Source: an optimization exercise on an open RTL-to-GDS flow (aim: small area, a short achievable clock period and few clock cycles per item). Production flows keep margins and buffers that such runs may drop.
Function was checked by simulation only, so behaviour that the tests miss may differ from the original.
Power figures rest on the tool's default switching activity, not on a simulated workload.

==> flow/design.v (excerpt) <==
module PolyMult(clk, rst, start, A3, A2, A1, A0, B3, B2, B1, B0, finish, C3, C2, C1, C0);
input clk, rst, start;
input [7:0] A3, A2, A1, A0, B3 , B2 , B1 , B0;
output reg finish ;
output reg [7:0] C3, C2, C1, C0;
wire [7:0] c0, c1, c2, c3;
wire p0_1, p0_2, p0_3, p0_4, p0_5, p0_6, p0_7, p0_8, p0_9, p0_10, p0_11, p0_12, p0_13, p0_14, p0_15, p0_16;
wire p0_17, p0_18, p0_19, p0_20, p0_21, p0_22, p0_23, p0_24, p0_25, p0_26, p0_27, p0_28, p0_29, p0_30, p0_31, p0_32;
wire p0_33, p0_34, p0_35, p0_36, p0_37, p0_38, p0_39, p0_40, p0_41, p0_42, p0_43, p0_44, p0_45, p0_46, p0_47, p0_48;
wire p0_49, p0_50, p0_51, p0_52, p0_53, p0_54, p0_55, p0_56, p0_57, p0_58, p0_59, p0_60, p0_61, p0_62, p0_63, p0_64;
wire p0_65, p0_66, p0_67, p0_68, p0_69, p0_70, p0_71, p0_72, p0_73, p0_74, p0_75, p0_76, p0_77, p0_78, p0_79, p0_80;
wire p0_81, p0_82, p0_83, p0_84, p0_85, p0_86, p0_87, p0_88, p0_89, p0_90, p0_91, p0_92, p0_93, p0_94, p0_95, p0_96;
wire p0_97, p0_98, p0_99, p0_100, p0_101, p0_102, p0_103, p0_104, p0_105, p0_106, p0_107, p0_108, p0_109, p0_110, p0_111, p0_112;
wire p0_113, p0_114, p0_115, p0_116, p0_117, p0_118, p0_119, p0_120, p0_121, p0_122, p0_123, p0_124, p0_125, p0_126, p0_127, p0_128;
wire p0_129, p0_130, p0_131, p0_132, p0_133, p0_134, p0_135, p0_136, p0_137, p0_138, p0_139, p0_140, p0_141, p0_142, p0_143, p0_144;
wire s0_145, c0_146, s0_147, c0_148, s0_149, c0_150, s0_151, c0_152, s0_153, c0_154, s0_155, c0_156, s0_157, c0_158, s0_159, c0_160;
wire s0_161, c0_162, s0_163, c0_164, s0_165, c0_166, s0_167, c0_168, s0_169, c0_170, s0_171, c0_172, s0_173, c0_174, s0_175, c0_176;
wire s0_177, c0_178, s0_179, c0_180, s0_181, c0_182, s0_183, c0_184, s0_185, c0_186, s0_187, c0_188, s0_189, c0_190, s0_191, c0_192;
wire s0_193, c0_194, s0_195, c0_196, s0_197, c0_198, s0_199, c0_200, s0_201, c0_202, s0_203, c0_204, s0_205, c0_206, s0_207, c0_208;
  ...
For scale: about 1,500 cells after synthesis, about 33 flip-flops, about 100 I/O pins, about 0.013 sq mm of cells after synthesis.
==> flow/config.mk <==
export PLATFORM = sky130hd
export DESIGN_NAME = PolyMult
export DESIGN_NICKNAME = PolyMult
export VERILOG_FILES = /design/flow/design.v
export SDC_FILE = /design/flow/constraint.sdc
export NUM_CORES = 4
export LEC_CHECK = 0
export CAP_MARGIN = 20
export CORE_MARGIN = 2
export CORE_UTILIZATION = 65
export SLEW_MARGIN = 20
export SYNTH_HIERARCHICAL = 1
export SYNTH_MINIMUM_KEEP_SIZE = 0
==> flow/constraint.sdc <==
create_clock -name core_clock -period 6.0 [get_ports {clk}]
set_input_delay 1.2000 -clock core_clock [delete_from_list [all_inputs] [get_ports {clk}]]
set_output_delay 1.2000 -clock core_clock [all_outputs]
set_load 0.01 [all_outputs]
standard.sh (not shown) runs the stock make flow with config.mk's settings and CLKGATE_MAP_FILE= SYNTH_SCRIPT=/design/flow/synth_recipe.tcl, a recipe that flattens the netlist after the stock synthesis.
==> flow/flow/run.sh <==
#!/bin/bash
# The standard layout (the standard.sh) with these ORFS variables changed:
#   port buffers: sky130_fd_sc_hd__buf_4, then output ones resized after global placement
#   
# The whole make output goes to standard_flow.log; ORFS keeps each step's log under orfs/logs/.
set -euo pipefail
bash standard.sh BUFFER_PORTS_ARGS='-buffer_cell sky130_fd_sc_hd__buf_4' POST_GLOBAL_PLACE_TCL=$(pwd)/flow/post_gpl.tcl  finish > standard_flow.log 2>&1
==> flow/flow/post_gpl.tcl <==
# After global placement: the output ports drive only a 10 fF load and have
# ample slack, so their port buffers are made the smallest buffer.
foreach inst [get_cells output*] {
  if {[get_property $inst ref_name] eq "sky130_fd_sc_hd__buf_4"} {
    replace_cell $inst sky130_fd_sc_hd__buf_1
  }
}
The first run went through all stages and came out clean.
Testbench counts at the start, summed over its fixed seeds: cycles 804, items 800.
Rerun with:
--- a/flow/flow/run.sh
+++ b/flow/flow/run.sh
@@ -2,3 +2,3 @@
 # The standard layout (the standard.sh) with these ORFS variables changed:
-#   port buffers: sky130_fd_sc_hd__buf_4, then output ones resized after global placement
+#   port buffers: sky130_fd_sc_hd__buf_4, then resized after global placement by their load
 #   
--- a/flow/flow/post_gpl.tcl
+++ b/flow/flow/post_gpl.tcl
@@ -7 +7,11 @@
 }
+foreach inst [get_cells input*] {
+  if {[get_property $inst ref_name] ne "sky130_fd_sc_hd__buf_4"} continue
+  set port [get_full_name [get_nets -of_objects [get_pins [get_full_name $inst]/A]]]
+  if {![regexp {^[AB][0-3]\[([0-7])\]$} $port -> bit]} continue
+  if {$bit <= 3} {
+    replace_cell $inst sky130_fd_sc_hd__buf_6
+  } elseif {$bit >= 6} {
+    replace_cell $inst sky130_fd_sc_hd__buf_2
+  }
+}
After rerunning: Clock-buffer cell count goes up by 1. Die area is unchanged. Flip-flop and latch count stays the same. First-iteration DRC count drops by a few percent. Final cell count is unchanged.
Rerun with:
--- a/flow/flow/post_gpl.tcl
+++ b/flow/flow/post_gpl.tcl
@@ -11,3 +11,5 @@
   if {![regexp {^[AB][0-3]\[([0-7])\]$} $port -> bit]} continue
-  if {$bit <= 3} {
+  if {$bit <= 2} {
+    replace_cell $inst sky130_fd_sc_hd__buf_8
+  } elseif {$bit <= 4} {
     replace_cell $inst sky130_fd_sc_hd__buf_6
--- a/flow/config.mk
+++ b/flow/config.mk
@@ -10,2 +10,3 @@
 export CORE_UTILIZATION = 65
+export GPL_ROUTABILITY_DRIVEN = 0
 export SLEW_MARGIN = 20
=> The changed run completed with no timing, DRC or antenna violations. Maximum frequency grows by about 0.9%. Global-route usage rises by 0.36 points. Cell area came out higher by 0.85%. Via count is higher by about 0.8%. Area after synthesis does not change.

Another version of the RTL of PolyMult (not shown whole).
For scale: ~1500 cells after synthesis, ~33 flip-flops, roughly 14000 sq um of cells after synthesis.
clock: 6.0 ns
lec_check: 0
cap_margin: 20
core_margin: 2
core_utilization: 65
slew_margin: 20
==> flow/flow/run.sh <==
#!/bin/bash
# The standard layout (the standard.sh) with these ORFS variables changed:
#   BUFFER_PORTS_ARGS='-buffer_cell sky130_fd_sc_hd__buf_2'
# The whole make output goes to standard_flow.log; ORFS keeps each step's log under orfs/logs/.
set -euo pipefail
bash standard.sh BUFFER_PORTS_ARGS='-buffer_cell sky130_fd_sc_hd__buf_2' finish > standard_flow.log 2>&1
Testbench counts at the start, summed over its fixed seeds: cycles 804, items 800.
Rerun with:
==> flow/flow/run.sh (replaced) <==
#!/bin/bash
# The standard layout (the standard.sh) with these ORFS variables changed:
#   BUFFER_PORTS_ARGS='-buffer_cell sky130_fd_sc_hd__buf_4'
# The whole make output goes to standard_flow.log; ORFS keeps each step's log under orfs/logs/.
set -euo pipefail
bash standard.sh BUFFER_PORTS_ARGS='-buffer_cell sky130_fd_sc_hd__buf_4' finish > standard_flow.log 2>&1
The new run went through all stages and came out clean.
Wire length fell by 1.7%.
Die area does not change.
Design area came out lower by 0.35%.
Maximum frequency hardly moves.
Final cell count came out lower by 1.8%.
Power is higher by 0.73%.
Worst setup slack gains 0.011 ns.
Critical path depth grows by 4.
Utilization decreases by 0.25 points.
Count of clock-buffer cells in the layout stays the same.
Synthesized area does not change.
Rerun with:
==> flow/flow/run.sh (replaced) <==
#!/bin/bash
# The standard layout (the standard.sh) with these ORFS variables changed:
#   BUFFER_PORTS_ARGS='-buffer_cell sky130_fd_sc_hd__buf_2'
# The whole make output goes to standard_flow.log; ORFS keeps each step's log under orfs/logs/.
set -euo pipefail
bash standard.sh BUFFER_PORTS_ARGS='-buffer_cell sky130_fd_sc_hd__buf_2' finish > standard_flow.log 2>&1
SETUP_SLACK_MARGIN = 0.6   (was unset)
Result:
- sequential power decreases by about 1%
- critical path depth decreases by 1
- core utilization increases by 1.5 points
- hold slack degrades by 0.018 ns
- wire length increases by 1.2%
- synthesized area does not change
- cell area increases by 2.1%
- non-clock buffer count increases by 24
- final cell count increases by 1.3%

PolyMult with an RTL version that a note above also has.
Size: about 1500 cells after synthesis, ~33 flip-flops.
==> flow/config.mk <==
export PLATFORM = sky130hd
export DESIGN_NAME = PolyMult
export DESIGN_NICKNAME = PolyMult
export VERILOG_FILES = /design/flow/design.v
export SDC_FILE = /design/flow/constraint.sdc
export NUM_CORES = 4
export LEC_CHECK = 0
export CAP_MARGIN = 20
export CORE_MARGIN = 2
export CORE_UTILIZATION = 65
export PLACE_DENSITY = 0.75
export SLEW_MARGIN = 20
export SYNTH_HIERARCHICAL = 1
export SYNTH_MINIMUM_KEEP_SIZE = 0
==> flow/constraint.sdc <==
create_clock -name core_clock -period 6.0 [get_ports {clk}]
set_input_delay 1.2000 -clock core_clock [delete_from_list [all_inputs] [get_ports {clk}]]
set_output_delay 1.2000 -clock core_clock [all_outputs]
set_load 0.01 [all_outputs]
==> flow/flow/run.sh <==
#!/bin/bash
# The standard layout (the standard.sh) with these ORFS variables changed:
#   port buffers: sky130_fd_sc_hd__buf_4, then output ones resized after global placement
#   
# The whole make output goes to standard_flow.log; ORFS keeps each step's log under orfs/logs/.
set -euo pipefail
bash standard.sh BUFFER_PORTS_ARGS='-buffer_cell sky130_fd_sc_hd__buf_4' POST_GLOBAL_PLACE_TCL=$(pwd)/flow/post_gpl.tcl  finish > standard_flow.log 2>&1
==> flow/flow/post_gpl.tcl <==
# After global placement: the output ports drive only a 10 fF load and have
# ample slack, so their port buffers are made the smallest buffer.
foreach inst [get_cells output*] {
  if {[get_property $inst ref_name] eq "sky130_fd_sc_hd__buf_4"} {
    replace_cell $inst sky130_fd_sc_hd__buf_1
  }
}
The first run went through all stages and came out clean.
Testbench counts at the start, summed over its fixed seeds: cycles 804, items 800.
Next try:
--- a/flow/flow/run.sh
+++ b/flow/flow/run.sh
@@ -3 +3 @@
-#   port buffers: sky130_fd_sc_hd__buf_4, then output ones resized after global placement
+#   port buffers: sky130_fd_sc_hd__buf_4, then resized after global placement by their load
--- a/flow/flow/post_gpl.tcl
+++ b/flow/flow/post_gpl.tcl
@@ -7,0 +8,12 @@
+foreach inst [get_cells input*] {
+  if {[get_property $inst ref_name] ne "sky130_fd_sc_hd__buf_4"} continue
+  set port [get_full_name [get_nets -of_objects [get_pins [get_full_name $inst]/A]]]
+  if {![regexp {^[AB][0-3]\[([0-7])\]$} $port -> bit]} continue
+  if {$bit <= 2} {
+    replace_cell $inst sky130_fd_sc_hd__buf_8
+  } elseif {$bit <= 4} {
+    replace_cell $inst sky130_fd_sc_hd__buf_6
+  } elseif {$bit >= 6} {
+    replace_cell $inst sky130_fd_sc_hd__buf_2
+  }
+}
Settings changed: CORE_UTILIZATION 65 to 55, PLACE_DENSITY 0.75 to not set.
The changed run produced a clean layout.
Setup slack improved by 0.20 ns.
Total power rises by 1.6%.
Combinational power rises by about 1%.
Global-route usage falls by 3.3 points.
Sequential share of layout area barely changes.
Area after synthesis does not change.
Design area rises by 2.0%.
Via count falls by 3.0%.
Worst hold slack got worse by 0.0044 ns.
Routed wire length rises by 7.5%.
Clock-buffer cell count does not change.

-- separate check: timing with driven ports --
The flow's constraints put no driver on any port. The routed layouts listed below were extracted and timed again, unchanged, in two steps.
Step 1 assumes that a clkbuf_16 drives the clock port and a buf_2 every other input.
Step 2 adds t to the input delays and takes it off the output delays; t is the mean of the earliest and latest rising clock arrival at the registers after step 1. Input paths then give back, and output paths get back, about the clock's delay inside the block.
Three values: ideal, step 1, step 2; two values: the first two.
run	t, ns	setup WS [ns]	worst data-port slew with drivers (ns)
the first run of note 1	0.354	0.923 / 0.945 / 0.591	0.04
the second run of note 1	0.347	1.041 / 1.045 / 0.698	0.06
the third run of note 1	0.349	1.086 / 1.086 / 0.737	0.06
the first run of note 2	0.339	0.472 / 0.472 / 0.133	0.11
the second run of note 2	0.340	0.483 / 0.483 / 0.143	0.07
the third run of note 2	0.343	0.747 / 0.763 / 0.420	0.07
the first run of note 3	0.336	0.872 / 0.883 / 0.547	0.07
the second run of note 3	0.344	1.073 / 1.063 / 0.720	0.07
After both steps setup and hold are still met in every run listed. For the second run of note 3, which loses most, drivers alone change the setup slack by -0.010 ns; drivers and shift together by -0.353 ns.
